Source: an optimization exercise on an open RTL-to-GDS flow (aim: small area). Production flows keep margins and buffers that such runs may drop. The RTL was checked by simulation tests, not by an equivalence proof against the original design. No activity file was given, so power comes from the tool's default toggle rates.

Setup of exp/nickel:
Design processor, start of the top module:
module processor(
    input wire clk,
    input wire reset,
    output [31:0] imem_addr,
    input wire [31:0] imem_data,
    output [31:0] dmem_addr,
    output [31:0] dmem_wdata,
    output [3:0] dmem_wstrb,
    output dmem_we,
    output dmem_re,
    input wire [31:0] dmem_rdata,
    output [31:0] x1,
    output [31:0] x2,
    output [31:0] x3,
    output [31:0] x4
);
clock: 12.0 ns
lec_check: 0
cap_margin: 10
core_margin: 2
core_utilization: 40
setup_slack_margin: 0.2
slew_margin: 25
synth_hierarchical: 1
standard.sh (not shown) runs the stock make flow with config.mk's settings and CLKGATE_MAP_FILE= SYNTH_SCRIPT=/design/flow/synth_recipe.tcl, a recipe that flattens the netlist after the stock synthesis.
==> flow/flow/run.sh <==
#!/bin/bash
set -e
cp standard.sh standard_sh_copy.log
export BUFFER_PORTS_ARGS="-buffer_cell sky130_fd_sc_hd__buf_1"
export CTS_ARGS="-sink_clustering_enable -repair_clock_nets -dont_use_dummy_load -buf_list sky130_fd_sc_hd__clkbuf_8 -sink_clustering_size 16 -sink_clustering_max_diameter 50"
bash standard.sh > standard.log 2>&1
exp/nickel closes out successfully: all stages finished, all timing, DRC and antenna checks passed.
--- input diff exp/nickel..exp/sierra ---
Settings: CAP_MARGIN: 10 -> 20; SLEW_MARGIN: 25 -> 40.
==> flow/flow/run.sh <==
#!/bin/bash
set -e
cp standard.sh standard_sh_copy.log
export BUFFER_PORTS_ARGS="-buffer_cell sky130_fd_sc_hd__buf_1"
export CTS_ARGS="-sink_clustering_enable -repair_clock_nets -dont_use_dummy_load -sink_clustering_size 30 -sink_clustering_max_diameter 60"
bash standard.sh > standard.log 2>&1
### Flow results
There was hardly any difference in global-route usage between exp/nickel and exp/sierra. exp/sierra vs exp/nickel on worst setup margin: exp/sierra is the higher one. exp/sierra gives less antenna cell count than exp/nickel did. | critical path required time | exp/sierra vs exp/nickel | ≈ equal |. For total of max-cap violations, exp/nickel and exp/sierra come out practically identical. Looking at endpoint of the worst setup timing path, the dmem_addr[21] result is from exp/nickel; the dmem_addr[25] one comes from exp/sierra. The global-route wire length before repair of exp/nickel and that of exp/sierra are within noise of each other.
[inputs] exp/violet vs exp/sierra
==> flow/flow/run.sh <==
#!/bin/bash
set -e
cp standard.sh standard_sh_copy.log
export BUFFER_PORTS_ARGS="-buffer_cell sky130_fd_sc_hd__buf_1"
export CTS_ARGS="-sink_clustering_enable -repair_clock_nets -dont_use_dummy_load -buf_list sky130_fd_sc_hd__clkbuf_8 -sink_clustering_size 12 -sink_clustering_max_diameter 50"
bash standard.sh > standard.log 2>&1
Findings:
Looking at peak supply drop, exp/violet sits below exp/sierra. Summary: with exp/sierra as the reference, maximum frequency in exp/violet moved down slightly. exp/violet ends up with higher switching share of power than exp/sierra does. The final-layout clock-cell area share in exp/violet was lower than what exp/sierra gave. The routed wire length of exp/violet and that of exp/sierra are within noise of each other. exp/violet ended with less internal power summed over all cells than exp/sierra. Setup slack on exp/violet is down relative to exp/sierra. [compare] base=exp/sierra new=exp/violet: CTS buffer count went up; post-route fraction of the period consumed by the critical path shows an increase of 0.56 points.
The inputs of exp/xenon differ from those of exp/violet as listed below.
Settings: SLEW_MARGIN: 40 -> 25; CAP_MARGIN: 20 -> 0.
==> flow/flow/run.sh <==
#!/bin/bash
set -e
cp standard.sh standard_sh_copy.log
export BUFFER_PORTS_ARGS="-buffer_cell sky130_fd_sc_hd__buf_1"
export CTS_ARGS="-sink_clustering_enable -repair_clock_nets -dont_use_dummy_load -buf_list sky130_fd_sc_hd__clkbuf_8 -sink_clustering_size 16 -sink_clustering_max_diameter 50"
bash standard.sh > standard.log 2>&1
## What came out
Core utilization of the finished layout: exp/xenon vs exp/violet down 0.38 points. Per the comparison of exp/xenon with exp/violet, number of cells on the worst hold path level, final instance area shrank by 510 um2, placement-stage worst setup slack decreased by 0.028 ns relative to the old numbers, setup slack lost 0.11 ns, count of inserted antenna diode cells fell 4. ~same remaining global-route overflow in exp/xenon and exp/violet. When the final numbers for exp/xenon and exp/violet were put side by side, the time the worst path needs with I/O delays and setup turned out to be greater in exp/xenon.

* * *

## run 1
Starting RTL as in the previous note.
==> flow/config.mk <==
export PLATFORM = sky130hd
export DESIGN_NAME = processor
export DESIGN_NICKNAME = processor
export VERILOG_FILES = /design/flow/design.v
export SDC_FILE = /design/flow/constraint.sdc
export NUM_CORES = 4
export LEC_CHECK = 0
export CAP_MARGIN = 10
export CORE_MARGIN = 2
export CORE_UTILIZATION = 40
export SETUP_SLACK_MARGIN = 0.2
export SLEW_MARGIN = 30
export SYNTH_HIERARCHICAL = 1
==> flow/constraint.sdc <==
create_clock -name core_clock -period 12.0 [get_ports {clk}]
set_input_delay 2.4000 -clock core_clock [delete_from_list [all_inputs] [get_ports {clk}]]
set_output_delay 2.4000 -clock core_clock [all_outputs]
set_load 0.01 [all_outputs]
==> flow/flow/run.sh <==
#!/bin/bash
set -e
cp standard.sh standard_sh_copy.log
export BUFFER_PORTS_ARGS="-buffer_cell sky130_fd_sc_hd__buf_1"
export CTS_ARGS="-sink_clustering_enable -repair_clock_nets -dont_use_dummy_load -buf_list sky130_fd_sc_hd__clkbuf_8 -sink_clustering_size 12 -sink_clustering_max_diameter 50"
bash standard.sh > standard.log 2>&1
Edits applied to the flow inputs when going from run 1 to run 2:
- SLEW_MARGIN changed from 30 to 40
==> flow/flow/run.sh <==
#!/bin/bash
set -e
cp standard.sh standard_sh_copy.log
export BUFFER_PORTS_ARGS="-buffer_cell sky130_fd_sc_hd__buf_1"
export CTS_ARGS="-sink_clustering_enable -repair_clock_nets -dont_use_dummy_load -buf_list sky130_fd_sc_hd__clkbuf_8 -sink_clustering_size 16 -sink_clustering_max_diameter 50"
bash standard.sh > standard.log 2>&1
Final cell count without fillers: run 2 and run 1 compared, lower one is run 1
Leakage power of the design on run 2 is behind run 1.
Measured against run 2, the clock buffer count of run 1 comes out at 1.06 times the reference value.
| setup skew after layout | run 2 vs run 1 | worse |
Taking run 1 as the reference, in run 2 setup slack increased 0.037 ns; clock share of power saw a decrease.
Compared with run 1, run 2 shows a headroom to the max-slew limit that is 15 points higher.
Delta(portion of total power attributed to combinational logic, run 2 - run 1) > 0
Between run 2 and run 1, the sum of net half-perimeters after detailed placement does not differ in any meaningful way.
Changes observed in run 2 relative to run 1: synthesis-to-finish area growth now sits higher; global routing met1 resource utilization now sits lower.
Input changes introduced in run 3 (baseline for comparison: run 2):
- swapping 40 for 30 in SLEW_MARGIN
Results
- Comparing run 2 with run 3, the final HPWL from detailed placement came out essentially unchanged.
- From run 3 to run 2, sequential cell count did not move at all.
- Run 3 ends up with a total length of routed met2 wires that is 0.79% lower than in run 2.
- Between run 2 and run 3, total placed instance area decreased.
- Re slew at the pin closest to its max-slew limit: run 2 was lower than run 3.
- Looking at run 2 and run 3, the multi-input combinational area share is a wash.
- On wire length, run 2 tracks run 3 almost exactly.
- Run 2 has lower wire length per cell after detailed routing than run 3.
- Run 3 vs run 2, worst relative slew slack went down by 15 points.
- The share of the cycle needed by the critical path after routing of run 3 exceeds that of run 2 by 1.2 points.
- Of run 3 and run 2, it is run 3 that has the lower layout overhead on the synthesized area.
Input-level comparison between run 4 and run 3:
- SLEW_MARGIN now 20, was 30
--- outcome ---
- Proportion of power drawn by combinational gates essentially unchanged between run 3 and run 4.
- Run 4 completed; timing, DRC and antenna clean
- Taking run 3 as the reference, in run 4 depth of the critical timing path with buffers and inverters included now larger, routability congestion estimate from global placement has remained practically unchanged, final core area utilization moved down, first-pass GRT wire length was more or less identical.
- Run 4 ends up with a final cell area excluding filler cells that is 320 µm² lower than in run 3.
- Lower via count of the routed design goes to run 3 over run 4.

==> re-timing with driven ports <==
How much do the figures lean on ideal ports? The routed layouts below were timed once more, with nothing changed but the port constraints.
Step 1 (the two cells are an assumption about what drives the block):
set clk [get_ports {clk}]
set_driving_cell -lib_cell sky130_fd_sc_hd__clkbuf_16 $clk
set_driving_cell -lib_cell sky130_fd_sc_hd__buf_2 [delete_from_list [all_inputs] $clk]
Step 2 times the ports against the registers' clock, not the clock port: input delays grow and output delays shrink by t, the midpoint of the rising clock arrivals with the driver on.
Three values: ideal, step 1, step 2; two values: the first two.
run | t (ns) | slack for setup (ns) | hold WS [ns]
exp/nickel | 0.920 | 0.554 / 0.446 / 0.446 | 0.480 / 0.480 / 0.480
exp/sierra | 0.751 | 0.733 / 0.602 / 0.602 | 0.483 / 0.483 / 0.483
exp/violet | 0.923 | 0.665 / 0.559 / 0.559 | 0.483 / 0.483 / 0.483
exp/xenon | 0.920 | 0.554 / 0.446 / 0.446 | 0.480 / 0.480 / 0.480
run 1 | 0.910 | 0.574 / 0.552 / 0.552 | 0.484 / 0.484 / 0.484
run 2 | 0.885 | 0.611 / 0.504 / 0.504 | 0.477 / 0.477 / 0.477
run 3 | 0.920 | 0.464 / 0.442 / 0.442 | 0.492 / 0.492 / 0.492
run 4 | 0.927 | 0.480 / 0.457 / 0.457 | 0.481 / 0.481 / 0.481
After both steps setup and hold are still met in every run listed. The setup slack of exp/sierra, which loses most, moves by -0.131 ns with the drivers and by -0.131 ns with both steps.
